Background: an optimization exercise with open tools, aiming at small area. Do not read the settings as production practice. At most, simulation tests tie the RTL to the original design; equivalence was not proved. The RTL of runs 6 and 7 was laid out without a check of its function. Power figures rest on the tool's default switching activity, not on a simulated workload.

--- flow/flow/run.sh ---
#!/bin/bash
set -euo pipefail
export CTS_ARGS="-sink_clustering_enable -repair_clock_nets -dont_use_dummy_load -sink_clustering_size 13 -sink_clustering_max_diameter 35 -buf_list sky130_fd_sc_hd__buf_4"
export BUFFER_PORTS_ARGS="-buffer_cell sky130_fd_sc_hd__buf_1"
export PRE_FLOORPLAN_TCL=$(pwd)/flow/restructure.tcl
bash standard.sh > standard.log 2>&1
--- flow/flow/restructure.tcl ---
# Before floorplanning: resynthesise the logic between flip-flops for area
# with OpenROAD's restructure (ABC). Flip-flops and ports are not touched.
set_dont_use $::env(DONT_USE_CELLS)
report_design_area
file mkdir $::env(OBJECTS_DIR)/restructure
restructure -target area -liberty_file [lindex $::env(LIB_FILES) 0] \
  -tielo_port [join $::env(TIELO_CELL_AND_PORT) /] \
  -tiehi_port [join $::env(TIEHI_CELL_AND_PORT) /] \
  -work_dir $::env(OBJECTS_DIR)/restructure
report_design_area
--- flow/standard.sh ---
#!/bin/bash
# synth_recipe.tcl (not shown) runs the flow's synth.tcl, then flattens the netlist and writes it again
# the make line also repeats each setting of config.mk as NAME=value (left out here)
make -C /OpenROAD-flow-scripts/flow DESIGN_CONFIG=/design/flow/config.mk WORK_HOME=/design/flow/orfs CLKGATE_MAP_FILE= SYNTH_SCRIPT=/design/flow/synth_recipe.tcl "${@:-finish}"
--- flow/config.mk ---
export PLATFORM = sky130hd
export DESIGN_NAME = spi_interface
export DESIGN_NICKNAME = spi_interface
export VERILOG_FILES = /design/flow/design.v
export SDC_FILE = /design/flow/constraint.sdc
export NUM_CORES = 8
export LEC_CHECK = 0
export ABC_AREA = 0
export CAP_MARGIN = 20
export CORE_MARGIN = 2
export CORE_UTILIZATION = 75
export PLACE_DENSITY = 0.8
export SLEW_MARGIN = 20
export SYNTH_HIERARCHICAL = 1
--- flow/constraint.sdc ---
create_clock -name core_clock -period 5.0 [get_ports {clk}]
set_input_delay 1.0000 -clock core_clock [delete_from_list [all_inputs] [get_ports {clk}]]
set_output_delay 1.0000 -clock core_clock [all_outputs]
set_load 0.01 [all_outputs]
--- flow/design.v ---
module spi_interface(
    output reg          mosi,
    input               miso,
    input               clk,
    input               rst,
    output reg          RX_valid,
    output reg [7:0]    output_shift_register,
    input               TX_valid,
    input [7:0]         input_shift_register
);
genvar j, p;
function is_jc8;
    input [3:0] c;
    input integer n;
    case (n)
        0: is_jc8 = ~c[0] & ~c[3];
        1: is_jc8 =  c[0] & ~c[1];
        2: is_jc8 =  c[1] & ~c[2];
        3: is_jc8 =  c[2] & ~c[3];
        4: is_jc8 =  c[3] &  c[0];
        5: is_jc8 = ~c[0] &  c[1];
        6: is_jc8 = ~c[1] &  c[2];
        default: is_jc8 = ~c[2] & c[3];
    endcase
endfunction
reg       r_in;                                 
reg [3:0] r_bit;                                
wire      r_out = RX_valid & r_bit[0];
reg [3:0] r_q;                                  
reg [1:0] r_m;
reg       r_int;                                
wire r_k8   = (r_q == 4'd2) & (r_m == 2'd2);
wire r_k40  = (r_q == 4'd13) & (r_m == 2'd1);
wire r_end  = r_k40 | (r_int & r_k8);
wire r_last = r_in & is_jc8(r_bit, 7) & r_end;
wire r_odd  = r_q[0] ^ r_m[0];                  
reg [41:0] rr [0:7];
wire miso_n = ~miso;
wire [7:0] r_next;                              
wire [5:0] r_sel = {6{r_out}} & {r_int & (r_m == 2'd2), ~r_int & (r_m == 2'd2),
                                 r_int & (r_m == 2'd1), ~r_int & (r_m == 2'd1),
                                 r_int & (r_m == 2'd0), ~r_int & (r_m == 2'd0)};
generate
    for (j = 0; j < 8; j = j + 1) begin : rl
        wire here = r_in & is_jc8(r_bit, j);
        wire in_even, in_odd;                   
        spi_interface_ins ins_even (.dn(miso_n), .sn(~(here & ~r_odd)), .fb(rr[j][0]),  .y(in_even));
        spi_interface_ins ins_odd  (.dn(miso_n), .sn(~(here &  r_odd)), .fb(rr[j][21]), .y(in_odd));
        always @(posedge clk)
            rr[j] <= {in_even, rr[j][41:22], in_odd, rr[j][20:1]};
        spi_interface_pick7 pick (
            .t({rr[j][(26 + j) % 42], rr[j][(22 + j) % 42],
                rr[j][(40 + j) % 42], rr[j][(36 + j) % 42],
                rr[j][(12 + j) % 42], rr[j][(8 + j) % 42]}),
            .s(r_sel), .q(output_shift_register[7-j]), .h(~r_out),
            .y(r_next[7-j]));
    end
endgenerate
always @(posedge clk) begin
    if (r_in & (r_q == 4'd0) & (r_m == 2'd0) & is_jc8(r_bit, 1))
        r_int <= miso;
end
always @(posedge clk or posedge rst) begin
    if (rst) begin
        r_in <= 1'b0;
        RX_valid <= 1'b0;
        output_shift_register <= 8'd0;
    end else begin
        r_in <= r_in ? ~r_last : (~r_out & ~miso);
        RX_valid <= r_last | r_out;
        output_shift_register <= r_next;
    end
end
wire r_inc = r_out | (r_in & is_jc8(r_bit, 7));
always @(posedge clk) begin
    r_bit[3:1] <= (r_in & ~r_last) ? r_bit[2:0] : 3'b000;
    r_bit[0]   <= r_in ? (r_last | ~r_bit[3]) : (r_out & ~r_end);
    if (~(r_in | r_out) | r_last | (r_out & r_end)) begin
        r_q <= 4'd0;
        r_m <= 2'd0;
    end else begin
        if (r_inc) begin
            if (r_m == 2'd2) begin
                r_m <= 2'd0;
                r_q <= r_q + 4'd1;
            end else begin
                r_m <= r_m + 2'd1;
            end
        end
    end
end
reg       t_in;                                 
reg       t_out;                                
reg [2:0] t_bit;
reg [3:0] t_q;                                  
reg [1:0] t_m;
wire t_k8   = (t_q == 4'd2) & (t_m == 2'd2);
wire t_k40  = (t_q == 4'd13) & (t_m == 2'd1);
reg [41:0] tr [0:7];
wire [2:0] t_sn = ~({3{t_in}} & {t_m == 2'd2, t_m == 2'd1, t_m == 2'd0});
generate
    for (j = 0; j < 8; j = j + 1) begin : tl
        wire dn = input_shift_register[7-j];   
        wire in2, in1, in0;                     
        spi_interface_ins ins2 (.dn(dn), .sn(t_sn[2]), .fb(tr[j][0]),  .y(in2));
        spi_interface_ins ins1 (.dn(dn), .sn(t_sn[1]), .fb(tr[j][35]), .y(in1));
        spi_interface_ins ins0 (.dn(dn), .sn(t_sn[0]), .fb(tr[j][28]), .y(in0));
        always @(posedge clk)
            tr[j] <= {in2, tr[j][41:36], in1, tr[j][34:29], in0, tr[j][27:1]};
    end
endgenerate
wire [15:0] t_taps;
generate
    for (j = 0; j < 8; j = j + 1) begin : ttap
        assign t_taps[2*j]   = tr[j][29 - j];
        assign t_taps[2*j+1] = tr[j][8 - j];
    end
endgenerate
wire [3:0] t_sel = {t_bit, t_q[0]};
wire [3:0] t_m4;
wire t_tap;
generate
    for (j = 0; j < 4; j = j + 1) begin : tm
        spi_interface_mux4 m (.a(t_taps[4*j +: 4]), .s(t_sel[1:0]), .y(t_m4[j]));
    end
endgenerate
spi_interface_mux4 tm4 (.a(t_m4), .s(t_sel[3:2]), .y(t_tap));
wire t_end  = (t_bit == 3'd7) & (t_k40 | (~tr[1][0] & t_k8));
always @(posedge clk or posedge rst) begin
    if (rst) begin
        t_in <= 1'b0;
        t_out <= 1'b0;
        mosi <= 1'b1;
    end else begin
        t_in <= t_in ? ~t_k40 : (~t_out & TX_valid);
        t_out <= (t_in & t_k40) | (t_out & ~t_end);
        if (t_out)
            mosi <= ~t_tap;
        else
            mosi <= ~(t_in | TX_valid);
    end
end
wire t_inc = t_in | (t_bit == 3'd7);
always @(posedge clk) begin
    if (~(t_in | t_out) | (t_in & t_k40) | (t_out & t_end)) begin
        t_bit <= 3'd0;
        t_q <= 4'd0;
        t_m <= 2'd0;
    end else begin
        if (t_out)
            t_bit <= t_bit + 3'd1;
        if (t_inc) begin
            if (t_m == 2'd2) begin
                t_m <= 2'd0;
                t_q <= t_q + 4'd1;
            end else begin
                t_m <= t_m + 2'd1;
            end
        end
    end
end
endmodule
module spi_interface_ins(
    input  dn,
    input  sn,
    input  fb,
    output y
);
wire b;
spi_interface_nand2 g0 (.a(sn), .b(fb), .y(b));
spi_interface_o21ai g1 (.a1(dn), .a2(sn), .b1(b), .y(y));
endmodule
module spi_interface_nand2(input a, b, output y);
assign y = ~(a & b);
endmodule
module spi_interface_o21ai(input a1, a2, b1, output y);
assign y = ~((a1 | a2) & b1);
endmodule
module spi_interface_mux4(
    input [3:0] a,
    input [1:0] s,
    output      y
);
assign y = a[s];
endmodule
module spi_interface_pick7(
    input [5:0] t,
    input [5:0] s,
    input       q,
    input       h,
    output      y
);
assign y = (|(t & s)) | (q & h);
endmodule
==> results of run 1 <==
==> summary.txt, run 1 <==
status did not finish; terminating stage of the flow floorplan (2_1_floorplan); error that stopped the run [ERROR EST-0104] inconsistent parasitics state; height of the die around 150 microns; effective utilization at floorplan 0.7671; Site Rows between 50 and 60; Yosys warning total 11; die width 148.1 microns; mapped cell area around 16000 sq um; synthesized area divided by synthesized cell count 16.80 sq um; Syn Inst Count about 930
==> run 2, diff against run 1 <==
==> flow/flow/run.sh (replaced) <==
#!/bin/bash
set -euo pipefail
export CTS_ARGS="-sink_clustering_enable -repair_clock_nets -dont_use_dummy_load -sink_clustering_size 13 -sink_clustering_max_diameter 35 -buf_list sky130_fd_sc_hd__buf_4"
export BUFFER_PORTS_ARGS="-buffer_cell sky130_fd_sc_hd__buf_1"
bash standard.sh synth > synth.log 2>&1
RESTRUCTURE_RESULTS=orfs/results/sky130hd/spi_interface/base \
RESTRUCTURE_DONT_USE="sky130_fd_sc_hd__probe_p_8 sky130_fd_sc_hd__probec_p_8 sky130_fd_sc_hd__lpflow_*" \
  openroad -no_init -exit flow/restructure.tcl > restructure.log 2>&1
bash standard.sh > standard.log 2>&1
==> flow/flow/restructure.tcl (replaced) <==
# Resynthesise the logic between flip-flops of the synthesised design for
# area with OpenROAD's restructure (ABC), in place in 1_synth.odb. Flip-flops
# and ports are not touched.
set plat $::env(FLOW_HOME)/platforms/sky130hd
set res $::env(RESTRUCTURE_RESULTS)
read_db $res/1_synth.odb
read_liberty $plat/lib/sky130_fd_sc_hd__tt_025C_1v80.lib
read_sdc $res/1_synth.sdc
set_dont_use $::env(RESTRUCTURE_DONT_USE)
report_design_area
file mkdir restructure
restructure -target area -liberty_file $plat/lib/sky130_fd_sc_hd__tt_025C_1v80.lib \
  -tielo_port sky130_fd_sc_hd__conb_1/LO -tiehi_port sky130_fd_sc_hd__conb_1/HI \
  -work_dir restructure
report_design_area
write_db $res/1_synth.odb
==> run 2 against run 1 <==
  * The run now finishes clean
  * Area after synthesis unchanged
  * Synthesized cell count unchanged
==> summary.txt, run 2 <==
status finished clean; die width 148.1 microns; leading cell types in the layout, fill and taps excluded sky130_fd_sc_hd__dfxtp_1, sky130_fd_sc_hd__buf_4, sky130_fd_sc_hd__nor2_1; cell internal power dissipation around 7200 uW; mapped cell area about 16000 sq um; Slew @ Worst Pin slightly above 1 ns; total die area about 22000 sq um; Yosys warning total 11; Fillers slightly above 1000; vias after detailed routing between 6000 and 7000; Routability Congestion just over 0.9; total routed wirelength around 22 mm; ratio of total power to cell area between 500 and 600 nW/um^2; WS Path Type flip-flop to flip-flop; post-synthesis net count approximately 940; clock insertion delay at the later pin of the skew report 0.62 ns; area overhead of the layout relative to synthesis 5.842%; number of hold-repair buffers added at the cts stage 0; final-layout setup total negative slack 0 ns; TritonCTS clock tree built; worst-case headroom to the max-slew limit 0.3015; count of nets left with antenna violations after detail routing 0; leak pwr roughly 0.0067 uW; post-cts repair resize count 0; placed cell area about 16000 sq um; category of the worst setup path launch point flip-flop; worst min path class flip-flop to flip-flop; height of the die ~150 microns; final std cell area, no fill 16480 sq um; Combinational Power Share 0.036; area of the placeable core a little over 20000 sq um; root cell of the clock tree sky130_fd_sc_hd__buf_4; Sequential Area between 10000 and 15000 sq um; most common cell after layout, fill and taps aside sky130_fd_sc_hd__dfxtp_1; total global routing track utilization 0.2089; cell depth of the worst hold path 0; IO Pins 22; Via density 5.180; arrival time of data at the critical path endpoint around 3.2 ns; maximum number of pins on one net before global-route repair 19; Syn Inst Count between 900 and 1000; leftover overflow at the end of global routing 0; GR Layer Usage met3 0.04877; unrepaired setup endpoints after global routing false; global-route wire length before repair 34.67 mm; Pwr Total between 9000 and 10000 uW; clock share of power 0.227; effective utilization at floorplan 0.7671; Max Transition Viols Final 0; Critical Path End Type flip-flop; diode insertion count for antenna repair 0; layout cells sized above 1 0.06614; number of CTS-inserted buffers around 60; Clock transition at path regs between 0.1 and 0.15 ns; maximum resistive drop on vdd 0.3648 mV; post-detail-place hpwl roughly 14 mm; GRT busiest layer met2; sequential fraction of design power 0.737; worst clock skew around 0.043 ns; period utilization 0.5322; number of levels in the clock H-tree 2; global-route met2 utilization 0.3271; NumNets Final slightly above 1000; Max Fanout on Critical Path 10; largest buffer count on any clock path 3; initial detailed-routing violation count 461; biggest regs rr (336), tr (336), output_shift_register (8); post-CTS setup buffers 0; met1 track demand over resource in global routing 0.2957; worst-case reg-to-reg path depth 5; antenna violations before repair 0; setup violation total in the final timing report 0; number of clock sinks 705; Max Clock Freq ~380 MHz; DRC errors left 0; crit path time final 2.661 ns; Site Rows 52; Critical Path RT between 5 and 6 ns; via count of the first global-routing pass between 6000 and 7000; average wire per standard cell about 17 microns; # port buffers 21; number of iterations in the first detailed-routing pass 6; number of hold violations in the final report 0; area taken by multi-input logic gates 1279 sq um; reported max-cap violation count 0; switching pwr roughly 2000 uW; proportion of total power due to net switching 0.2178; synthesized area divided by synthesized cell count 16.80 sq um
==> run 2: critical path, cell delays in order (launching register included) <==
cell and delay, ns:
sky130_fd_sc_hd__dfxtp_1 0.54, sky130_fd_sc_hd__clkinv_1 0.16, sky130_fd_sc_hd__o22ai_1 0.68, sky130_fd_sc_hd__clkinv_1 0.53
sky130_fd_sc_hd__nor2_1 0.27, sky130_fd_sc_hd__mux2_1 0.36
==> run 2: final timing paths <==
path                                      from                                  to  slack [ns]
max                        r_m[0]$_SDFFE_PP0N_                   rr[4][20]$_DFF_P_        2.34
min                          tr[0][10]$_DFF_P_                    tr[0][9]$_DFF_P_        0.30
max reg2reg                r_m[0]$_SDFFE_PP0N_                   rr[4][20]$_DFF_P_        2.34
min reg2reg                  tr[0][10]$_DFF_P_                    tr[0][9]$_DFF_P_        0.30
max in group asynchronous                  rst                      mosi$_DFF_PP1_        4.31
min in group asynchronous                  rst  output_shift_register[3]$_DFF_PP0_        0.33
==> run 2: per-stage QoR <==
stage,util,setup slack [ns],instances,hold slack (ns)
after detailed placement,0.7891,2.393,1222,0.3121
after floorplan,-,3.140,927,0.3096
after CTS,0.8117,2.358,1283,0.2804
after global placement,0.7891,2.581,1222,0.3099
final,0.8119,2.339,1283,0.2991
after global routing,0.8119,2.246,1283,0.3041
==> run 2: layer usage <==
layer | vias up | wire (microns)
met5 | - | 0
met4 | 0 | 576
met3 | 54 | 1371
met2 | 234 | 9884
met1 | 3136 | 10310
li1 | 3222 | -
==> run 2: cell type report <==
| type | instances | area share |
|---|---|---|
| inverters | 29 | 0.006604 |
| clock buffers | 61 | 0.02778 |
| multi-input cells | 193 | 0.07758 |
| well taps | 270 | 0.02050 |
| repair buffers | 25 | 0.006604 |
| flip-flops and latches | 705 | 0.8609 |
==> run 2: power by group through the flow <==
| stage | Clock [uW] | Combinational (uW) | Sequential [uW] |
|---|---|---|---|
| after floorplan | 0 | 226 | 6740 |
| after global placement | 0 | 296 | 6850 |
| after detailed placement | 0 | 320 | 6910 |
| after CTS | 2140 | 323 | 6790 |
| after global routing | 2350 | 357 | 6850 |
| final | 2090 | 329 | 6780 |
==> run 3, diff against run 2 <==
--- a/flow/config.mk
+++ b/flow/config.mk
@@ -6,5 +6,5 @@
 export NUM_CORES = 8
 export LEC_CHECK = 0
-export ABC_AREA = 0
+export ABC_AREA = 1
 export CAP_MARGIN = 20
 export CORE_MARGIN = 2
==> run 3 against run 2 <==
  * Critical path type unchanged
  * Cell count fell by 0.47%
  * Worst hold slack worse by 0.011 ns
  * Via count is 3.7% lower
  * Combinational power grew 120%
  * Still clean
  * Fmax grew 5.9%
  * Utilization up 0.15 points
  * Routed wire length decreased by 1.7%
  * Highest routed layer unchanged
==> summary.txt, run 3 <==
biggest regs rr (336), tr (336), output_shift_register (8); number of CTS-inserted buffers 66; IO Pins 22; number of hold-repair buffers added at the cts stage 0; reported max-cap violation count 0; unrepaired setup endpoints after global routing false; worst clock skew around 0.044 ns; Routability Congestion ~0.87; period utilization 0.5025; Max Fanout on Critical Path 16; total routed wirelength 21.76 mm; arrival time of data at the critical path endpoint just over 3 ns; post-CTS setup buffers 0; effective utilization at floorplan 0.7670; root cell of the clock tree sky130_fd_sc_hd__buf_4; Site Rows between 50 and 60; TritonCTS clock tree built; total global routing track utilization 0.2064; # port buffers 21; area overhead of the layout relative to synthesis 6.051%; Syn Inst Count 920; cells along the critical path nand2_1 > clkinv_1 > nor2_1 > nor2_1 > clkinv_1 > nor4_1 > o21ai_0 > a21oi_1; count of nets left with antenna violations after detail routing 0; category of the worst setup path launch point flip-flop; synthesized area divided by synthesized cell count between 15 and 20 sq um; placed cell area roughly 16000 sq um; final-layout setup total negative slack 0 ns; number of clock sinks just over 700; initial detailed-routing violation count 344; Slowest cell on crit path sky130_fd_sc_hd__nand2_1; Via density about 5; maximum number of pins on one net before global-route repair 19; die width between 100 and 150 microns; Crit path max-delay family simple AND/OR/NAND/NOR gates; smallest setup slack after layout 2.487 ns; status finished clean; ratio of total power to cell area around 680 nW/um^2; largest buffer count on any clock path 3; worst-case headroom to the max-slew limit 0.3133; WS Path Type flip-flop to flip-flop; post-synthesis net count between 900 and 1000; Setup WS pre-CTS roughly 2.6 ns; mapped cell area 15570 sq um; post-detail-place hpwl about 13 mm; number of levels in the clock H-tree 3; area of the placeable core between 20000 and 25000 sq um; NumNets Final roughly 1000; via count of the first global-routing pass ~6600; sum of buffers and inverters on the critical path 2; Critical Path RT between 5 and 6 ns; setup violation total in the final timing report 0; crit path time final 2.513 ns; most common cell after layout, fill and taps aside sky130_fd_sc_hd__dfxtp_1; Max Transition Viols Final 0; final std cell area, no fill about 17000 sq um; total die area ~22000 sq um; antenna violations before repair 0; Critical Path End Type flip-flop; Slew @ Worst Pin 1.019 ns; number of iterations in the first detailed-routing pass 5; leak pwr around 0.0067 uW; diode insertion count for antenna repair 0; leading cell types in the layout, fill and taps excluded sky130_fd_sc_hd__dfxtp_1, sky130_fd_sc_hd__buf_4, sky130_fd_sc_hd__nor2_1; vias after detailed routing ~6400; global-route wire length before repair approximately 34 mm; average wire per standard cell about 17 microns; Clock transition at path regs ~0.11 ns; leftover overflow at the end of global routing 0; worst min path class flip-flop to flip-flop; DRC errors left 0; CP peak stage delay ~0.48 ns; clock insertion delay at the later pin of the skew report 0.60 ns; layout cells sized above 1 0.07249; post-cts repair resize count 0; height of the die ~150 microns; number of hold violations in the final report 0; Yosys warning total 11; Max Clock Freq about 400 MHz; maximum resistive drop on vdd about 0.43 mV
-- run 3: cell count changes in the layout (fill, tap and decap cells not counted), moves of 2 or more --
cell | before | now
sky130_fd_sc_hd__nand2_1 | 10 | 7
sky130_fd_sc_hd__nor3_1 | 11 | 8
sky130_fd_sc_hd__o22ai_1 | 15 | 3
sky130_fd_sc_hd__nand3_1 | 18 | 16
sky130_fd_sc_hd__nor3_2 | 1 | 6
sky130_fd_sc_hd__o32a_1 | 0 | 2
sky130_fd_sc_hd__nor4_1 | 6 | 2
sky130_fd_sc_hd__o31ai_1 | 0 | 2
sky130_fd_sc_hd__o221ai_1 | 0 | 6
sky130_fd_sc_hd__clkinv_1 | 29 | 27
sky130_fd_sc_hd__a221oi_1 | 0 | 2
-- run 3: final cells by class --
cell class	instances	area [sq um]
inverters	27	101.3
well taps	270	337.8
fillers	1044	3787
flip-flops and latches	705	14190
multi-input cells	188	1309
clock buffers	66	495.5
repair buffers	21	78.83
-- run 3: per-layer routing --
layer	part of all wire	track usage
met1	0.49	0.2918
met2	0.44	0.3067
met3	0.043	0.05613
met4	0.027	0.08857
met5	0	0
-- run 3: where the power goes --
part	internal, uW	switching, uW
Clock	676	1490
Sequential	7700	715
Combinational	276	433
-- run 3: worst register-to-register path, stage by stage, from the launching register on --
cell	delay (ns)
sky130_fd_sc_hd__dfrtp_1	0.39
sky130_fd_sc_hd__nand2_1	0.48
sky130_fd_sc_hd__clkinv_1	0.26
sky130_fd_sc_hd__nor2_1	0.12
sky130_fd_sc_hd__nor2_1	0.26
sky130_fd_sc_hd__clkinv_1	0.21
sky130_fd_sc_hd__nor4_1	0.45
sky130_fd_sc_hd__o21ai_0	0.14
sky130_fd_sc_hd__a21oi_1	0.12
-- run 3: metrics by stage --
stage,cells,hold slack (ns),utilization,total power [uW]
after floorplan,920,0.3096,-,8702
after global placement,1211,0.3095,0.7875,9075
after detailed placement,1211,0.3121,0.7890,9231
after CTS,1277,0.2785,0.8134,11380
after global routing,1277,0.2945,0.8134,11820
final,1277,0.2885,0.8134,11290
-- run 3: final timing paths --
| check | from | end | slack [ns] | cells after the start |
|---|---|---|---|---|
| max | RX_valid$_DFF_PP0_ | r_q[3]$_SDFFE_PP0P_ | 2.49 | 8 |
| min | tr[1][3]$_DFF_P_ | tr[1][2]$_DFF_P_ | 0.29 | 0 |
| max reg2reg | RX_valid$_DFF_PP0_ | r_q[3]$_SDFFE_PP0P_ | 2.49 | 8 |
| min reg2reg | tr[1][3]$_DFF_P_ | tr[1][2]$_DFF_P_ | 0.29 | 0 |
| max in group asynchronous | rst | t_in$_DFF_PP0_ | 4.20 | 2 |
| min in group asynchronous | rst | output_shift_register[3]$_DFF_PP0_ | 0.40 | 2 |
==> run 4, diff against run 3 <==
==> flow/flow/run.sh (replaced) <==
#!/bin/bash
set -euo pipefail
export CTS_ARGS="-sink_clustering_enable -repair_clock_nets -dont_use_dummy_load -sink_clustering_size 13 -sink_clustering_max_diameter 35 -buf_list sky130_fd_sc_hd__buf_4"
export BUFFER_PORTS_ARGS="-buffer_cell sky130_fd_sc_hd__buf_1"
dont_use="sky130_fd_sc_hd__probe_p_8 sky130_fd_sc_hd__probec_p_8 sky130_fd_sc_hd__lpflow_*"
bash standard.sh synth > synth.log 2>&1
python3 flow/filter_lib.py $FLOW_HOME/platforms/sky130hd/lib/sky130_fd_sc_hd__tt_025C_1v80.lib restructure.lib "$dont_use"
RESTRUCTURE_RESULTS=orfs/results/sky130hd/spi_interface/base RESTRUCTURE_LIB=restructure.lib RESTRUCTURE_DONT_USE="$dont_use" \
  openroad -no_init -exit flow/restructure.tcl > restructure.log 2>&1
bash standard.sh > standard.log 2>&1
==> flow/flow/filter_lib.py (new file) <==
# Write a copy of a liberty file without the cells the platform marks
# don't-use, for restructure (which reads the liberty file directly).
import re, sys, fnmatch
src, dst = sys.argv[1], sys.argv[2]
pats = sys.argv[3].split()
text = open(src).read()
out = []
pos = 0
for m in re.finditer(r'\n\s*cell\s*\(\s*"?([\w$]+)"?\s*\)\s*\{', text):
    name = m.group(1)
    if not any(fnmatch.fnmatch(name, p) for p in pats):
        continue
    # find the matching closing brace of this cell group
    depth = 0
    i = m.end() - 1
    while True:
        c = text[i]
        if c == '{':
            depth += 1
        elif c == '}':
            depth -= 1
            if depth == 0:
                break
        i += 1
    out.append(text[pos:m.start()])
    pos = i + 1
out.append(text[pos:])
open(dst, 'w').write(''.join(out))
--- a/flow/flow/restructure.tcl
+++ b/flow/flow/restructure.tcl
@@ -10,5 +10,7 @@
 report_design_area
 file mkdir restructure
-restructure -target area -liberty_file $plat/lib/sky130_fd_sc_hd__tt_025C_1v80.lib \
+# restructure reads the liberty file itself: give it one without the
+# don't-use cells
+restructure -target area -liberty_file $::env(RESTRUCTURE_LIB) \
   -tielo_port sky130_fd_sc_hd__conb_1/LO -tiehi_port sky130_fd_sc_hd__conb_1/HI \
   -work_dir restructure
--- a/flow/config.mk
+++ b/flow/config.mk
@@ -6,5 +6,5 @@
 export NUM_CORES = 8
 export LEC_CHECK = 0
-export ABC_AREA = 1
+export ABC_AREA = 0
 export CAP_MARGIN = 20
 export CORE_MARGIN = 2
==> run 4 against run 3 <==
  * Still clean
  * Via count increased by 3.8%
  * Clock power decreased by 4%
  * Power decreased by 18%
  * Worst setup slack got worse by 0.15 ns
  * Combinational power decreased by 54%
  * Sequential power decreased by 19%
  * Sequential share of layout area increased by 0.16 points
  * Routed wire length increased by 1.8%
  * Area after synthesis about the same
  * Clock skew decreased by 0.00089 ns
  * Non-clock buffer count increased by 4
  * Sequential cell count unchanged
  * Highest routed layer unchanged
==> summary.txt, run 4 <==
status finished clean; startpoint of the worst setup timing path r_m[0]$_SDFFE_PP0N_; Max Fanout on Critical Path 10; Yosys warning total 11; number of clock sinks 705; number of hold-repair buffers added at the cts stage 0; antenna violations before repair 0; placed cell area about 16000 sq um; leak pwr around 0.0067 uW; # port buffers 21; WS Path Type flip-flop to flip-flop; height of the die between 100 and 150 microns; biggest regs rr (336), tr (336), output_shift_register (8); cells along the critical path clkinv_1 > o22ai_1 > clkinv_1 > nor2_1 > mux2_1; area overhead of the layout relative to synthesis 5.842%; layout cells sized above 1 0.06614; Routability Congestion 0.9166; mapped cell area 15570 sq um; capturing point of the worst reg2reg path rr[4][20]$_DFF_P_; Critical Path RT approximately 5.5 ns; startpoint of the lowest-slack hold path tr[0][10]$_DFF_P_; TritonCTS clock tree built; root cell of the clock tree sky130_fd_sc_hd__buf_4; most common cell after layout, fill and taps aside sky130_fd_sc_hd__dfxtp_1; CP peak stage delay approximately 0.7 ns; maximum number of pins on one net before global-route repair 19; total die area between 20000 and 25000 sq um; Max Transition Viols Final 0; worst-case headroom to the max-slew limit 0.3015; Critical Path End Type flip-flop; startpoint of the worst-slack reg-to-reg timing path r_m[0]$_SDFFE_PP0N_; Placed Cells incl. Taps between 1000 and 1500; crit path time final between 2 and 3 ns; NumNets Final roughly 1000; average wire per standard cell 17.26 microns; worst-case reg-to-reg path depth 5; most frequent cell on the critical path sky130_fd_sc_hd__clkinv_1; worst min path class flip-flop to flip-flop; area of the placeable core a little over 20000 sq um; category of the worst setup path launch point flip-flop; largest buffer count on any clock path 3; period utilization 0.5322; leftover overflow at the end of global routing 0; post-CTS setup buffers 0; effective utilization at floorplan 0.7671; final std cell area, no fill roughly 16000 sq um; synthesized area divided by synthesized cell count 16.80 sq um; final-layout setup total negative slack 0 ns; Clock transition at path regs between 0.1 and 0.15 ns; arrival time of data at the critical path endpoint 3.16 ns; vias after detailed routing between 6000 and 7000; worst-case hold slack between 0.2 and 0.3 ns; post-cts repair resize count 0; reported max-cap violation count 0; Crit path max-delay family buffers and inverters; share of the core filled with cells 0.8119; number of CTS-inserted buffers roughly 60; DRC errors left 0; cell depth of the worst hold path 0; total global routing track utilization 0.2089; Max Clock Freq approximately 380 MHz; ratio of total power to cell area approximately 560 nW/um^2; sum of buffers and inverters on the critical path 2; global-route wire length before repair 34.67 mm; Via density 5.180; number of iterations in the first detailed-routing pass 6; post-detail-place hpwl about 14 mm; Slowest cell on crit path sky130_fd_sc_hd__o22ai_1; number of levels in the clock H-tree 2; setup violation total in the final timing report 0; post-synthesis net count between 900 and 1000; number of hold violations in the final report 0; worst clock skew 0.04329 ns; number of standard cells in the layout, taps in and fillers out 1283; via count of the first global-routing pass about 6700; diode insertion count for antenna repair 0; setup slack of the most critical reg-to-reg path ~2.3 ns; hold-critical path endpoint tr[0][9]$_DFF_P_; IO Pins 22; initial detailed-routing violation count between 400 and 500; maximum resistive drop on vdd 0.3648 mV; clock insertion delay at the later pin of the skew report about 0.62 ns; Syn Inst Count 927; total routed wirelength about 22 mm; Slew @ Worst Pin 1.040 ns; leading cell types in the layout, fill and taps excluded sky130_fd_sc_hd__dfxtp_1, sky130_fd_sc_hd__buf_4, sky130_fd_sc_hd__nor2_1; Site Rows 52; die width roughly 150 microns; Fillers between 1000 and 1500; unrepaired setup endpoints after global routing false; count of nets left with antenna violations after detail routing 0
-- run 4: power breakdown --
group          total (uW)  switching [uW]  internal, uW
sequential           6780             323          6460
clock                2090            1470           621
combinational         329             209           120
total                9210            2000          7200
-- run 4: metal layers --
layer  vias up  track usage  share of wire
met5         -            0              0
met4         0      0.06762          0.026
met3        54      0.04877          0.062
met2       234       0.3271           0.45
met1      3136       0.2957           0.47
li1       3222            -              -
-- run 4: cell type report --
type,count,area [sq um],area share
sequential,705,14190,0.8609
timing repair buffer,25,108.9,0.006604
inverter,29,108.9,0.006604
multi-input combinational,193,1279,0.07758
tap,270,337.8,0.02050
clock buffer,61,457.9,0.02778
-- run 4: worst max-delay path by stage --
stage / to / slack [ns] / cells past startpoint
2_1_floorplan: rr[2][20]$_DFF_P_ / 3.14 / 5
3_3_place_gp: rr[6][20]$_DFF_P_ / 2.58 / 5
3_5_place_dp: rr[4][20]$_DFF_P_ / 2.39 / 5
4_1_cts: rr[4][20]$_DFF_P_ / 2.36 / 5
5_1_grt: rr[4][20]$_DFF_P_ / 2.25 / 5
6_report: rr[4][20]$_DFF_P_ / 2.34 / 5
-- run 4: per-stage QoR --
| stage | total power (uW) | worst slack (ns) |
|---|---|---|
| 2_1_floorplan | 6969 | 3.140 |
| 3_3_place_gp | 7144 | 2.581 |
| 3_5_place_dp | 7226 | 2.393 |
| 4_1_cts | 9248 | 2.358 |
| 5_1_grt | 9565 | 2.246 |
| 6_report | 9205 | 2.339 |
==> run 5, diff against run 4 <==
--- a/flow/design.v
+++ b/flow/design.v
@@ -101,5 +101,5 @@
 generate
     for (j = 0; j < 8; j = j + 1) begin : tl
-        wire dn = input_shift_register[7-j];   
+        wire dn = ~input_shift_register[7-j];
         wire in2, in1, in0;                     
         spi_interface_ins ins2 (.dn(dn), .sn(t_sn[2]), .fb(tr[j][0]),  .y(in2));
@@ -126,5 +126,5 @@
 endgenerate
 spi_interface_mux4 tm4 (.a(t_m4), .s(t_sel[3:2]), .y(t_tap));
-wire t_end  = (t_bit == 3'd7) & (t_k40 | (~tr[1][0] & t_k8));
+wire t_end  = (t_bit == 3'd7) & (t_k40 | (tr[1][0] & t_k8));
 always @(posedge clk or posedge rst) begin
     if (rst) begin
@@ -136,5 +136,5 @@
         t_out <= (t_in & t_k40) | (t_out & ~t_end);
         if (t_out)
-            mosi <= ~t_tap;
+            mosi <= t_tap;
         else
             mosi <= ~(t_in | TX_valid);
==> run 5 against run 4 <==
  * Still clean on timing, DRC and antenna
  * Global-route usage up 0.49 points
  * Combinational power about the same
  * Register-to-register slack better by 0.08 ns
  * Critical path type unchanged
==> summary.txt, run 5 <==
status finished clean; IO Pins 22; Yosys warning total 11; number of CTS-inserted buffers 66; number of hold-repair buffers added at the cts stage 0; Routability Congestion around 0.85; met1 track demand over resource in global routing 0.2811; final-layout setup total negative slack 0 ns; leading cell types in the layout, fill and taps excluded sky130_fd_sc_hd__dfxtp_1, sky130_fd_sc_hd__buf_4, sky130_fd_sc_hd__clkinv_1; via count of the first global-routing pass between 6000 and 7000; root cell of the clock tree sky130_fd_sc_hd__buf_4; cell depth of the worst hold path 0; WS Path Type flip-flop to flip-flop; DRC errors left 0; total routed wirelength 22.19 mm; number of hold violations in the final report 0; Clock transition at path regs 0.11 ns; number of levels in the clock H-tree 3; Via density 5.106; Slew @ Worst Pin ~1.1 ns; clock share of power 0.233; leftover overflow at the end of global routing 0; number of clock sinks 705; Max Transition Viols Final 0; clock insertion delay at the later pin of the skew report around 0.61 ns; share of the core filled with cells 0.8130; arrival time of data at the critical path endpoint around 3.1 ns; Critical Path End Type flip-flop; maximum resistive drop on vdd between 0.3 and 0.4 mV; initial detailed-routing violation count ~460; Critical Path RT around 5.5 ns; biggest regs rr (336), tr (336), output_shift_register (8); post-CTS setup buffers 0; proportion of total power due to net switching 0.2170; Max Clock Freq ~390 MHz; setup violation total in the final timing report 0; worst clock skew ~0.053 ns; GRT busiest layer met2; unrepaired setup endpoints after global routing false; GR Layer Usage met3 0.04939; global-route wire length before repair between 30 and 40 mm; Fillers about 1000; switching pwr about 2000 uW; worst-case hold slack slightly below 0.3 ns; ratio of total power to cell area between 500 and 600 nW/um^2; worst-case reg-to-reg path depth 7; die width approximately 150 microns; # port buffers 21; area overhead of the layout relative to synthesis 6.000%; period utilization 0.5153; Setup WS pre-CTS 2.577 ns; NumNets Final 1040; layout cells sized above 1 0.06823; category of the worst setup path launch point flip-flop; effective utilization at floorplan 0.7670; total global routing track utilization 0.2138; smallest setup slack after layout 2.423 ns; reported max-cap violation count 0; Site Rows 52; Max Fanout on Critical Path 18; Combinational Power Share 0.036; mapped cell area about 16000 sq um; crit path time final 2.577 ns; height of the die about 150 microns; sequential fraction of design power 0.731; maximum number of pins on one net before global-route repair 19; area of the placeable core between 20000 and 25000 sq um; Syn Inst Count ~940; number of iterations in the first detailed-routing pass 5; post-cts repair resize count 0; most common cell after layout, fill and taps aside sky130_fd_sc_hd__dfxtp_1; cell internal power dissipation a little over 7000 uW; worst-case headroom to the max-slew limit 0.2359; total die area approximately 22000 sq um; worst min path class flip-flop to flip-flop; largest buffer count on any clock path 3; count of nets left with antenna violations after detail routing 0; post-synthesis net count approximately 950; average wire per standard cell around 17 microns; vias after detailed routing 6622; leak pwr 0.006738 uW; TritonCTS clock tree built; global-route met2 utilization 0.3375; synthesized area divided by synthesized cell count approximately 17 sq um; antenna violations before repair 2; post-detail-place hpwl ~14 mm
## run 5: power groups by stage
stage                     Combinational [uW]  Sequential [uW]  Clock, uW
after floorplan                          236             6740          0
after global placement                   299             6860          0
after detailed placement                 324             6910          0
after CTS                                328             6800       2230
after global routing                     365             6860       2430
final                                    329             6780       2160
## run 5: critical path, cell delays in order, from the launching register on
cell and delay (ns):
sky130_fd_sc_hd__dfxtp_1 0.37, sky130_fd_sc_hd__nand2_1 0.44, sky130_fd_sc_hd__clkinv_1 0.18, sky130_fd_sc_hd__nor2_1 0.27, sky130_fd_sc_hd__clkinv_1 0.19, sky130_fd_sc_hd__a22oi_1 0.55, sky130_fd_sc_hd__o21ai_0 0.29, sky130_fd_sc_hd__a21oi_1 0.20
## run 5: final timing paths
check / startpoint / endpoint / slack (ns)
worst max-delay path: r_bit[0]$_DFF_P_ / r_q[0]$_SDFFE_PP0P_ / 2.42
worst min-delay path: tr[1][1]$_DFF_P_ / tr[1][0]$_DFF_P_ / 0.29
worst max register to register: r_bit[0]$_DFF_P_ / r_q[0]$_SDFFE_PP0P_ / 2.42
worst min register to register: tr[1][1]$_DFF_P_ / tr[1][0]$_DFF_P_ / 0.29
max in group asynchronous: rst / RX_valid$_DFF_PP0_ / 4.29
min in group asynchronous: rst / output_shift_register[4]$_DFF_PP0_ / 0.35
## run 5: metal layers
layer / vias up / wire, microns
li1: 3248 / -
met1: 3087 / 9914
met2: 213 / 10290
met3: 74 / 1140
met4: 0 / 851
met5: - / 0
## run 5: cell type report
| cell class | count | area, sq um | area share |
|---|---|---|---|
| Sequential cell | 705 | 14190 | 0.8571 |
| Tap cell | 270 | 337.8 | 0.02041 |
| Inverter | 41 | 153.9 | 0.009296 |
| Clock buffer | 66 | 495.5 | 0.02993 |
| Antenna cell | 1 | 2.502 | 0.0001511 |
| Timing Repair Buffer | 24 | 101.3 | 0.006122 |
| Multi-Input combinational cell | 190 | 1275 | 0.07701 |
## run 5: through the flow
stage / power [uW] / std cells / area [sq um]
floorplan: 6980 / 936 / 15620
global placement: 7159 / 1230 / 16060
detailed placement: 7234 / 1230 / 16060
CTS: 9348 / 1296 / 16550
global route: 9652 / 1297 / 16560
finish: 9277 / 1297 / 16560
==> run 6, diff against run 5 <==
--- a/flow/design.v
+++ b/flow/design.v
@@ -44,7 +44,6 @@
     for (j = 0; j < 8; j = j + 1) begin : rl
         wire here = r_in & is_jc8(r_bit, j);
-        wire in_even, in_odd;                   
-        spi_interface_ins ins_even (.dn(miso_n), .sn(~(here & ~r_odd)), .fb(rr[j][0]),  .y(in_even));
-        spi_interface_ins ins_odd  (.dn(miso_n), .sn(~(here &  r_odd)), .fb(rr[j][21]), .y(in_odd));
+        wire in_even = (here & ~r_odd) ? miso : rr[j][0];    
+        wire in_odd  = (here &  r_odd) ? miso : rr[j][21];   
         always @(posedge clk)
             rr[j] <= {in_even, rr[j][41:22], in_odd, rr[j][20:1]};
@@ -101,5 +100,5 @@
 generate
     for (j = 0; j < 8; j = j + 1) begin : tl
-        wire dn = ~input_shift_register[7-j];
+        wire dn = input_shift_register[7-j];   
         wire in2, in1, in0;                     
         spi_interface_ins ins2 (.dn(dn), .sn(t_sn[2]), .fb(tr[j][0]),  .y(in2));
@@ -126,5 +125,5 @@
 endgenerate
 spi_interface_mux4 tm4 (.a(t_m4), .s(t_sel[3:2]), .y(t_tap));
-wire t_end  = (t_bit == 3'd7) & (t_k40 | (tr[1][0] & t_k8));
+wire t_end  = (t_bit == 3'd7) & (t_k40 | (~tr[1][0] & t_k8));
 always @(posedge clk or posedge rst) begin
     if (rst) begin
@@ -136,5 +135,5 @@
         t_out <= (t_in & t_k40) | (t_out & ~t_end);
         if (t_out)
-            mosi <= t_tap;
+            mosi <= ~t_tap;
         else
             mosi <= ~(t_in | TX_valid);
==> run 6 against run 5 <==
  * Fmax down 1.4%
  * Via count down 0.30%
  * Highest routed layer unchanged
  * Power up 21%
  * Critical endpoint is now r_q[3]$_SDFFE_PP0P_
  * Critical path depth unchanged
==> summary.txt, run 6 <==
Crit path max-delay family simple AND/OR/NAND/NOR gates; post-synthesis net count around 940; number of hold violations in the final report 0; leftover overflow at the end of global routing 0; layout cells sized above 1 0.07298; number of iterations in the first detailed-routing pass 4; count of nets left with antenna violations after detail routing 0; cells along the critical path nand2_1 > clkinv_1 > nor2_1 > clkinv_1 > a22oi_1 > o21ai_0 > a21oi_1; Critical Path RT between 5 and 6 ns; Routability Congestion 0.8616; Syn Inst Count 925; unrepaired setup endpoints after global routing false; status finished clean; maximum number of pins on one net before global-route repair 19; number of hold-repair buffers added at the cts stage 0; ratio of total power to cell area 678.1 nW/um^2; CP peak stage delay a little under 0.6 ns; area of the placeable core roughly 20000 sq um; mapped cell area 15570 sq um; antenna violations before repair 2; root cell of the clock tree sky130_fd_sc_hd__buf_4; initial detailed-routing violation count roughly 400; Pwr Total approximately 11000 uW; worst-case headroom to the max-slew limit 0.4200; most common cell after layout, fill and taps aside sky130_fd_sc_hd__dfxtp_1; arrival time of data at the critical path endpoint 3.09 ns; height of the die 148.1 microns; effective utilization at floorplan 0.7670; number of clock sinks approximately 710; TritonCTS clock tree built; post-detail-place hpwl 13.70 mm; maximum resistive drop on vdd 0.3872 mV; worst min path class flip-flop to flip-flop; Slew @ Worst Pin a little under 0.9 ns; via count of the first global-routing pass 6894; most frequent cell on the critical path sky130_fd_sc_hd__clkinv_1; Max Transition Viols Final 0; Site Rows 52; setup violation total in the final timing report 0; Max Fanout on Critical Path 17; Max Clock Freq about 380 MHz; area overhead of the layout relative to synthesis 6.156%; Yosys warning total 11; period utilization 0.5225; post-cts repair resize count 0; Critical Path End Type flip-flop; Clock transition at path regs about 0.11 ns; category of the worst setup path launch point flip-flop; crit path time final between 2 and 3 ns; number of CTS-inserted buffers 66; final std cell area, no fill ~17000 sq um; final-layout setup total negative slack 0 ns; clock insertion delay at the later pin of the skew report about 0.60 ns; sum of buffers and inverters on the critical path 2; critical path depth in cells 7; synthesized area divided by synthesized cell count ~17 sq um; WS Path Type flip-flop to flip-flop; Slowest cell on crit path sky130_fd_sc_hd__nand2_1; total global routing track utilization 0.2119; worst clock skew between 0.05 and 0.06 ns; post-CTS setup buffers 0; NumNets Final just over 1000; # port buffers 21; average wire per standard cell 17.17 microns; vias after detailed routing about 6600; number of levels in the clock H-tree 3; leading cell types in the layout, fill and taps excluded sky130_fd_sc_hd__dfxtp_1, sky130_fd_sc_hd__buf_4, sky130_fd_sc_hd__nor2_1; biggest regs rr (336), tr (336), output_shift_register (8); cell depth of the worst hold path 0; reported max-cap violation count 0; leak pwr 0.006692 uW; Via density ~5; worst-case reg-to-reg path depth 7; total routed wirelength between 20 and 25 mm; IO Pins 22; largest buffer count on any clock path 3; placed cell area between 15000 and 20000 sq um; total die area roughly 22000 sq um; DRC errors left 0; die width 148.1 microns; global-route wire length before repair between 30 and 40 mm
==> run 6: metrics by stage <==
stage / hold WS [ns] / util / std cells / setup WS (ns)
6_report: 0.3046 / 0.8142 / 1286 / 2.388
5_1_grt: 0.2897 / 0.8140 / 1285 / 2.219
2_1_floorplan: 0.3096 / - / 925 / 3.102
3_5_place_dp: 0.3121 / 0.7895 / 1218 / 2.541
3_3_place_gp: 0.3097 / 0.7882 / 1218 / 2.566
4_1_cts: 0.3067 / 0.8139 / 1284 / 2.502
==> run 6: path summary, 6_finish.rpt <==
path | startpoint | to | slack (ns)
max reg2reg | RX_valid$_DFF_PP0_ | r_q[3]$_SDFFE_PP0P_ | 2.39
min reg2reg | rr[3][28]$_DFF_P_ | rr[3][27]$_DFF_P_ | 0.30
max in group asynchronous | rst | RX_valid$_DFF_PP0_ | 4.23
max | RX_valid$_DFF_PP0_ | r_q[3]$_SDFFE_PP0P_ | 2.39
min | rr[3][28]$_DFF_P_ | rr[3][27]$_DFF_P_ | 0.30
min in group asynchronous | rst | output_shift_register[5]$_DFF_PP0_ | 0.38
==> run 6: power by group <==
part,switching [uW],leakage (uW),total (uW),internal [uW]
clock network,1500,0.000317,2170,676
registers,708,0.00590,8350,7640
logic,431,0.000477,689,258
==> run 6: area by class of cell <==
class	count	area (sq um)
flip-flops and latches	705	14190
fillers	1052	3772
multi-input cells	192	1300
clock buffers	66	495.5
well taps	270	337.8
inverters	28	105.1
repair buffers	23	93.84
diodes	2	5.005
==> run 6: per-layer routing <==
| metal | global-route usage | up-vias | wire (microns) |
|---|---|---|---|
| met5 | 0 | - | 0 |
| met4 | 0.09714 | 0 | 694 |
| met3 | 0.05583 | 60 | 1079 |
| met2 | 0.3373 | 189 | 10210 |
| met1 | 0.2770 | 3128 | 10100 |
| li1 | - | 3225 | - |
==> run 7, diff against run 6 <==
--- a/flow/design.v
+++ b/flow/design.v
@@ -44,14 +44,13 @@
     for (j = 0; j < 8; j = j + 1) begin : rl
         wire here = r_in & is_jc8(r_bit, j);
-        wire in_even = (here & ~r_odd) ? miso : rr[j][0];    
-        wire in_odd  = (here &  r_odd) ? miso : rr[j][21];   
+        wire in_even, in_odd;                   
+        spi_interface_ins ins_even (.dn(miso_n), .sn(~(here & ~r_odd)), .fb(rr[j][0]),  .y(in_even));
+        spi_interface_ins ins_odd  (.dn(miso_n), .sn(~(here &  r_odd)), .fb(rr[j][21]), .y(in_odd));
         always @(posedge clk)
             rr[j] <= {in_even, rr[j][41:22], in_odd, rr[j][20:1]};
-        spi_interface_pick7 pick (
-            .t({rr[j][(26 + j) % 42], rr[j][(22 + j) % 42],
+        assign r_next[7-j] = (|({rr[j][(26 + j) % 42], rr[j][(22 + j) % 42],
                 rr[j][(40 + j) % 42], rr[j][(36 + j) % 42],
-                rr[j][(12 + j) % 42], rr[j][(8 + j) % 42]}),
-            .s(r_sel), .q(output_shift_register[7-j]), .h(~r_out),
-            .y(r_next[7-j]));
+                rr[j][(12 + j) % 42], rr[j][(8 + j) % 42]} & r_sel))
+                | (output_shift_register[7-j] & ~r_out);
     end
 endgenerate
==> run 7 against run 6 <==
  * Critical path depth up 2
  * Clock skew fell by 0.030 ns
  * Largest cell class unchanged
  * Die area rose by 0.74%
  * Utilization down 0.094 points
  * Non-clock buffer count down 2
  * Worst setup slack lost 0.12 ns
  * Via count up 0.79%
  * Cell count increased by 0.16%
  * Synthesized cell count grew 1.2%
==> summary.txt, run 7 <==
TritonCTS clock tree built; cells along the critical path clkinv_1 > nor3_1 > nor2_1 > nor3_1 > nand2_1 > nor2_1 > and2_0 > nor2_1 > a211oi_1; Syn Inst Count ~940; Yosys warning total 11; global-route met2 utilization 0.3468; mapped cell area between 15000 and 20000 sq um; worst clock skew 0.02930 ns; Max Clock Freq 366.2 MHz; IO Pins 22; startpoint of the lowest-slack hold path tr[4][36]$_DFF_P_; height of the die 148.6 microns; DRC errors left 0; CP peak stage delay around 0.54 ns; leak pwr ~0.0067 uW; total routed wirelength approximately 23 mm; proportion of total power due to net switching 0.2226; vias after detailed routing between 6000 and 7000; startpoint of the worst-slack reg-to-reg timing path t_bit[0]$_SDFFE_PP0P_; worst-case headroom to the max-slew limit 0.4358; Site Rows 52; clock share of power 0.212; Routability Congestion approximately 0.85; die width 148.6 microns; met1 track demand over resource in global routing 0.2881; maximum number of pins on one net before global-route repair 23; GRT busiest layer met2; category of the worst setup path launch point flip-flop; leftover overflow at the end of global routing 0; Max Fanout on Critical Path 12; number of hold-repair buffers added at the cts stage 0; Via density around 5.2; Fillers roughly 1100; WS Path Type flip-flop to flip-flop; GR Layer Usage met3 0.04724; number of hold violations in the final report 0; average wire per standard cell around 18 microns; arrival time of data at the critical path endpoint 3.27 ns; Critical Path RT about 5.5 ns; layout cells sized above 1 0.06090; global-route wire length before repair 36.10 mm; cell internal power dissipation between 7000 and 8000 uW; number of standard cells in the layout, taps in and fillers out between 1000 and 1500; area of the placeable core between 20000 and 25000 sq um; Placed Cells incl. Taps approximately 1200; worst min path class flip-flop to flip-flop; Slowest cell on crit path sky130_fd_sc_hd__dfxtp_1; post-CTS setup buffers 0; # port buffers 21; root cell of the clock tree sky130_fd_sc_hd__buf_4; clock insertion delay at the later pin of the skew report between 0.6 and 0.7 ns; antenna violations before repair 0; setup violation total in the final timing report 0; total global routing track utilization 0.2149; final-layout setup total negative slack 0 ns; ratio of total power to cell area about 600 nW/um^2; number of CTS-inserted buffers 61; leading cell types in the layout, fill and taps excluded sky130_fd_sc_hd__dfxtp_1, sky130_fd_sc_hd__buf_4, sky130_fd_sc_hd__nor2_1; crit path time final about 2.7 ns; maximum resistive drop on vdd about 0.44 mV; Critical Path End Type flip-flop; post-cts repair resize count 0; biggest regs rr (336), tr (336), output_shift_register (8); post-synthesis net count 948; diode insertion count for antenna repair 0; total die area 22090 sq um; status finished clean; largest buffer count on any clock path 3; synthesized area divided by synthesized cell count 16.76 sq um; count of nets left with antenna violations after detail routing 0; Clock transition at path regs ~0.11 ns; reported max-cap violation count 0; area overhead of the layout relative to synthesis 5.576%; via count of the first global-routing pass approximately 6900; placed cell area around 16000 sq um; final std cell area, no fill roughly 17000 sq um; period utilization 0.5461; number of iterations in the first detailed-routing pass 5; Max Transition Viols Final 0; most frequent cell on the critical path sky130_fd_sc_hd__nor2_1; Slew @ Worst Pin around 0.85 ns; initial detailed-routing violation count 408; most common cell after layout, fill and taps aside sky130_fd_sc_hd__dfxtp_1; Pwr Total 9897 uW; number of clock sinks roughly 710; post-detail-place hpwl about 14 mm; effective utilization at floorplan 0.7703; sequential fraction of design power 0.747; unrepaired setup endpoints after global routing false; switching pwr about 2200 uW; Combinational Power Share 0.041; NumNets Final a little over 1000; startpoint of the worst setup timing path t_bit[0]$_SDFFE_PP0P_; number of levels in the clock H-tree 2
==> run 7: layer usage <==
layer | vias up | routed length [microns]
li1 | 3251 | -
met1 | 3108 | 10280
met2 | 217 | 10650
met3 | 78 | 1118
met4 | 0 | 732
met5 | - | 0
==> run 7: stage by stage <==
step	utilization	hold WS [ns]	setup slack [ns]
floorplan	-	0.3096	2.960
global route	0.8132	0.3164	2.119
finish	0.8132	0.2997	2.269
detailed placement	0.7907	0.3121	2.386
CTS	0.8132	0.3083	2.372
global placement	0.7907	0.3096	2.510
==> run 7: critical path, delay by kind of cell (launching register included) <==
kind                   cells  cell delay [ns]
AO/OA/AOI/OAI              1             0.17
buffers and inverters      1             0.41
flip-flops                 1             0.54
AND/OR/NAND/NOR            7             1.53
==> run 7: path summary, 6_finish.rpt <==
check	endpoint	slack, ns	depth (start not counted)
hold / removal	tr[4][35]$_DFF_P_	0.30	0
hold reg to reg	tr[4][35]$_DFF_P_	0.30	0
setup / recovery	t_q[3]$_SDFFE_PP0P_	2.27	9
setup reg to reg	t_q[3]$_SDFFE_PP0P_	2.27	9
max in group asynchronous	mosi$_DFF_PP1_	4.26	2
min in group asynchronous	t_in$_DFF_PP0_	0.38	2
==> run 7: power by group through the flow <==
stage | clock network, uW | registers (uW) | logic [uW]
after global placement | 0 | 7410 | 353
after global routing | 2370 | 7500 | 448
after detailed placement | 0 | 7490 | 400
after CTS | 2150 | 7410 | 405
after floorplan | 0 | 7260 | 276
final | 2100 | 7390 | 407
==> run 7: area by class of cell <==
type	count	area, sq um	share of cell area
Timing Repair Buffer	21	78.83	0.004760
Multi-Input combinational cell	202	1388	0.08379
Sequential cell	705	14190	0.8568
Tap cell	270	337.8	0.02040
Inverter	29	108.9	0.006573
Clock buffer	61	457.9	0.02765
==> run 8, diff against run 7 <==
--- a/flow/design.v
+++ b/flow/design.v
@@ -27,12 +27,13 @@
 reg [3:0] r_bit;                                
 wire      r_out = RX_valid & r_bit[0];
-reg [3:0] r_q;                                  
+reg       r_p;
 reg [1:0] r_m;
+reg [2:0] r_q;
 reg       r_int;                                
-wire r_k8   = (r_q == 4'd2) & (r_m == 2'd2);
-wire r_k40  = (r_q == 4'd13) & (r_m == 2'd1);
+wire r_k8   = (r_q == 3'd1) & ~r_p & (r_m == 2'd2);
+wire r_k40  = (r_q == 3'd6) & ~r_p & (r_m == 2'd1);
 wire r_end  = r_k40 | (r_int & r_k8);
 wire r_last = r_in & is_jc8(r_bit, 7) & r_end;
-wire r_odd  = r_q[0] ^ r_m[0];                  
+wire r_odd  = r_p;                              
 reg [41:0] rr [0:7];
 wire miso_n = ~miso;
@@ -49,12 +50,14 @@
         always @(posedge clk)
             rr[j] <= {in_even, rr[j][41:22], in_odd, rr[j][20:1]};
-        assign r_next[7-j] = (|({rr[j][(26 + j) % 42], rr[j][(22 + j) % 42],
+        spi_interface_pick7 pick (
+            .t({rr[j][(26 + j) % 42], rr[j][(22 + j) % 42],
                 rr[j][(40 + j) % 42], rr[j][(36 + j) % 42],
-                rr[j][(12 + j) % 42], rr[j][(8 + j) % 42]} & r_sel))
-                | (output_shift_register[7-j] & ~r_out);
+                rr[j][(12 + j) % 42], rr[j][(8 + j) % 42]}),
+            .s(r_sel), .q(output_shift_register[7-j]), .h(~r_out),
+            .y(r_next[7-j]));
     end
 endgenerate
 always @(posedge clk) begin
-    if (r_in & (r_q == 4'd0) & (r_m == 2'd0) & is_jc8(r_bit, 1))
+    if (r_in & (r_q == 3'd0) & ~r_p & (r_m == 2'd0) & is_jc8(r_bit, 1))
         r_int <= miso;
 end
@@ -75,15 +78,12 @@
     r_bit[0]   <= r_in ? (r_last | ~r_bit[3]) : (r_out & ~r_end);
     if (~(r_in | r_out) | r_last | (r_out & r_end)) begin
-        r_q <= 4'd0;
+        r_p <= 1'b0;
         r_m <= 2'd0;
-    end else begin
-        if (r_inc) begin
-            if (r_m == 2'd2) begin
-                r_m <= 2'd0;
-                r_q <= r_q + 4'd1;
-            end else begin
-                r_m <= r_m + 2'd1;
-            end
-        end
+        r_q <= 3'd0;
+    end else if (r_inc) begin
+        r_p <= ~r_p;
+        r_m <= (r_m == 2'd2) ? 2'd0 : r_m + 2'd1;
+        if (r_p & (r_m == 2'd2))
+            r_q <= r_q + 3'd1;
     end
 end
==> run 8 against run 7 <==
  * Cell count is 1.2% lower
  * Non-clock buffer count stayed put
  * Fmax is 10% higher
  * Design area is 0.70% lower
  * Die area is 1.0% lower
  * Global-route usage is 0.83 points lower
  * Area after synthesis is 1.1% lower
  * Via count is 1.6% lower
==> summary.txt, run 8 <==
switching pwr between 2000 and 3000 uW; cell internal power dissipation 8643 uW; worst min path class flip-flop to flip-flop; antenna violations before repair 0; Pwr Total between 10000 and 15000 uW; number of CTS-inserted buffers 66; Max Clock Freq 403.1 MHz; setup violation total in the final timing report 0; reported max-cap violation count 0; biggest regs rr (336), tr (336), output_shift_register (8); startpoint of the lowest-slack hold path rr[6][39]$_DFF_P_; proportion of total power due to net switching 0.2350; global-route wire length before repair between 30 and 40 mm; Yosys warning total 11; number of clock sinks 705; Slew @ Worst Pin ~1.2 ns; Slowest cell on crit path sky130_fd_sc_hd__dfxtp_1; worst clock skew a little over 0.05 ns; setup slack of the most critical reg-to-reg path 2.52 ns; WS Path Type flip-flop to flip-flop; initial detailed-routing violation count 407; Max Transition Viols Final 0; Syn Inst Count 916; unrepaired setup endpoints after global routing false; effective utilization at floorplan 0.7644; period utilization 0.4961; number of hold-repair buffers added at the cts stage 0; capturing point of the worst reg2reg path t_q[3]$_SDFFE_PP0P_; count of nets left with antenna violations after detail routing 0; Via density about 5; cells along the critical path clkinv_1 > nor3_1 > nor2_1 > nor3_1 > nand2_1 > nor2_1 > and2_0 > nor2_1 > a211oi_1; category of the worst setup path launch point flip-flop; ratio of total power to cell area 687.0 nW/um^2; maximum number of pins on one net before global-route repair 18; number of standard cells in the layout, taps in and fillers out 1273; DRC errors left 0; Placed Cells incl. Taps 1207; most frequent cell on the critical path sky130_fd_sc_hd__nor2_1; status finished clean; Max Fanout on Critical Path 12; via count of the first global-routing pass around 6700; Site Rows 52; crit path time final 2.481 ns; Critical Path RT 5.48 ns; maximum resistive drop on vdd 0.3878 mV; post-cts repair resize count 0; area of the placeable core 20300 sq um; number of hold violations in the final report 0; post-synthesis net count approximately 930; worst-case hold slack ~0.30 ns; average wire per standard cell around 17 microns; vias after detailed routing around 6500; synthesized area divided by synthesized cell count about 17 sq um; number of iterations in the first detailed-routing pass 6; clock share of power 0.192; CP peak stage delay approximately 0.53 ns; TritonCTS clock tree built; worst-case headroom to the max-slew limit 0.2214; number of levels in the clock H-tree 3; layout cells sized above 1 0.06979; height of the die roughly 150 microns; share of the core filled with cells 0.8101; Critical Path End Type flip-flop; Combinational Power Share 0.058; post-detail-place hpwl 13.55 mm; startpoint of the worst-slack reg-to-reg timing path t_bit[0]$_SDFFE_PP0P_; leftover overflow at the end of global routing 0; post-CTS setup buffers 0; most common cell after layout, fill and taps aside sky130_fd_sc_hd__dfxtp_1; diode insertion count for antenna repair 0; root cell of the clock tree sky130_fd_sc_hd__buf_4; Routability Congestion 0.8109; sequential fraction of design power 0.750; area overhead of the layout relative to synthesis 5.975%; IO Pins 22; # port buffers 21; mapped cell area 15520 sq um; final-layout setup total negative slack 0 ns; Clock transition at path regs ~0.11 ns; die width 147.8 microns; total die area between 20000 and 25000 sq um; total global routing track utilization 0.2066; leak pwr between 0.006 and 0.007 uW; clock insertion delay at the later pin of the skew report approximately 0.6 ns; startpoint of the worst setup timing path t_bit[0]$_SDFFE_PP0P_; NumNets Final between 1000 and 1500; arrival time of data at the critical path endpoint 2.96 ns; leading cell types in the layout, fill and taps excluded sky130_fd_sc_hd__dfxtp_1, sky130_fd_sc_hd__buf_4, sky130_fd_sc_hd__o2bb2ai_1; worst setup path endpoint t_q[3]$_SDFFE_PP0P_; worst-case reg-to-reg path depth 9; largest buffer count on any clock path 3; total routed wirelength between 20 and 25 mm
## run 8: cell type report
type | count | area, sq um
Clock buffer | 66 | 495.5
Fill cell | 1059 | 3855
Inverter | 25 | 93.84
Multi-Input combinational cell | 186 | 1249
Sequential cell | 705 | 14190
Tap cell | 270 | 337.8
Timing Repair Buffer | 21 | 78.83
## run 8: routing by layer
metal / wire, microns / vias up / track usage
met1: 10270 / 3070 / 0.2887
met5: 0 / - / 0
met4: 583 / 0 / 0.09429
met3: 1116 / 60 / 0.04938
met2: 9721 / 184 / 0.3130
li1: - / 3234 / -
## run 8: worst max-delay path: cells and delay by family, from the launching register on
kind / cells / cell delay [ns]
buffers and inverters: 1 / 0.36
AO/OA/AOI/OAI: 1 / 0.15
AND/OR/NAND/NOR: 7 / 1.31
flip-flops: 1 / 0.53
## run 8: power by group through the flow
stage / registers, uW / clock network (uW) / logic [uW]
6_report: 8470 / 2170 / 660
5_1_grt: 8650 / 2440 / 739
4_1_cts: 8500 / 2230 / 658
3_5_place_dp: 8580 / 0 / 652
3_3_place_gp: 8490 / 0 / 614
2_1_floorplan: 8210 / 0 / 478
## run 8: how the worst min path moves through the flow
stage	to	slack [ns]	cells after the start
global placement	rr[1][37]$_DFF_P_	0.31	0
detailed placement	tr[1][7]$_DFF_P_	0.31	0
global route	tr[7][32]$_DFF_P_	0.30	0
CTS	tr[5][38]$_DFF_P_	0.30	0
floorplan	rr[0][0]$_DFF_P_	0.31	0
finish	rr[6][38]$_DFF_P_	0.30	0
## run 8: stage by stage
step,worst slack [ns],cell area [sq um]
after floorplan,3.102,15520
after global placement,2.778,15930
after detailed placement,2.617,15930
after CTS,2.568,16430
after global routing,2.278,16440
final,2.519,16440

-- port drivers added, routing unchanged --
No port has a modelled driver above. Below, the same layouts with a new extraction and two added sets of constraints.
Step 1 sets driving cells, clkbuf_16 on the clock port and buf_2 on the other inputs (assumed; they add their load-dependent delay and slew).
Step 2 adds t to the input delays and takes it off the output delays; t is the mean of the earliest and latest rising clock arrival at the registers after step 1. Input paths then give back, and output paths get back, about the clock's delay inside the block.
a / b / c = ideal / step 1 / step 2; a / b = the first two.
| run | t (ns) | slack for setup (ns) | worst slew at a driven data input, ns |
|---|---|---|---|
| run 2 | 0.633 | 2.339 / 2.339 / 2.339 | 0.04 |
| run 3 | 0.620 | 2.487 / 2.487 / 2.487 | 0.05 |
| run 4 | 0.633 | 2.339 / 2.339 / 2.339 | 0.04 |
| run 5 | 0.621 | 2.423 / 2.423 / 2.423 | 0.03 |
| run 6 | 0.617 | 2.388 / 2.388 / 2.388 | 0.04 |
| run 7 | 0.649 | 2.269 / 2.269 / 2.269 | 0.04 |
| run 8 | 0.611 | 2.519 / 2.519 / 2.519 | 0.04 |
After both steps setup and hold are still met in every run listed.
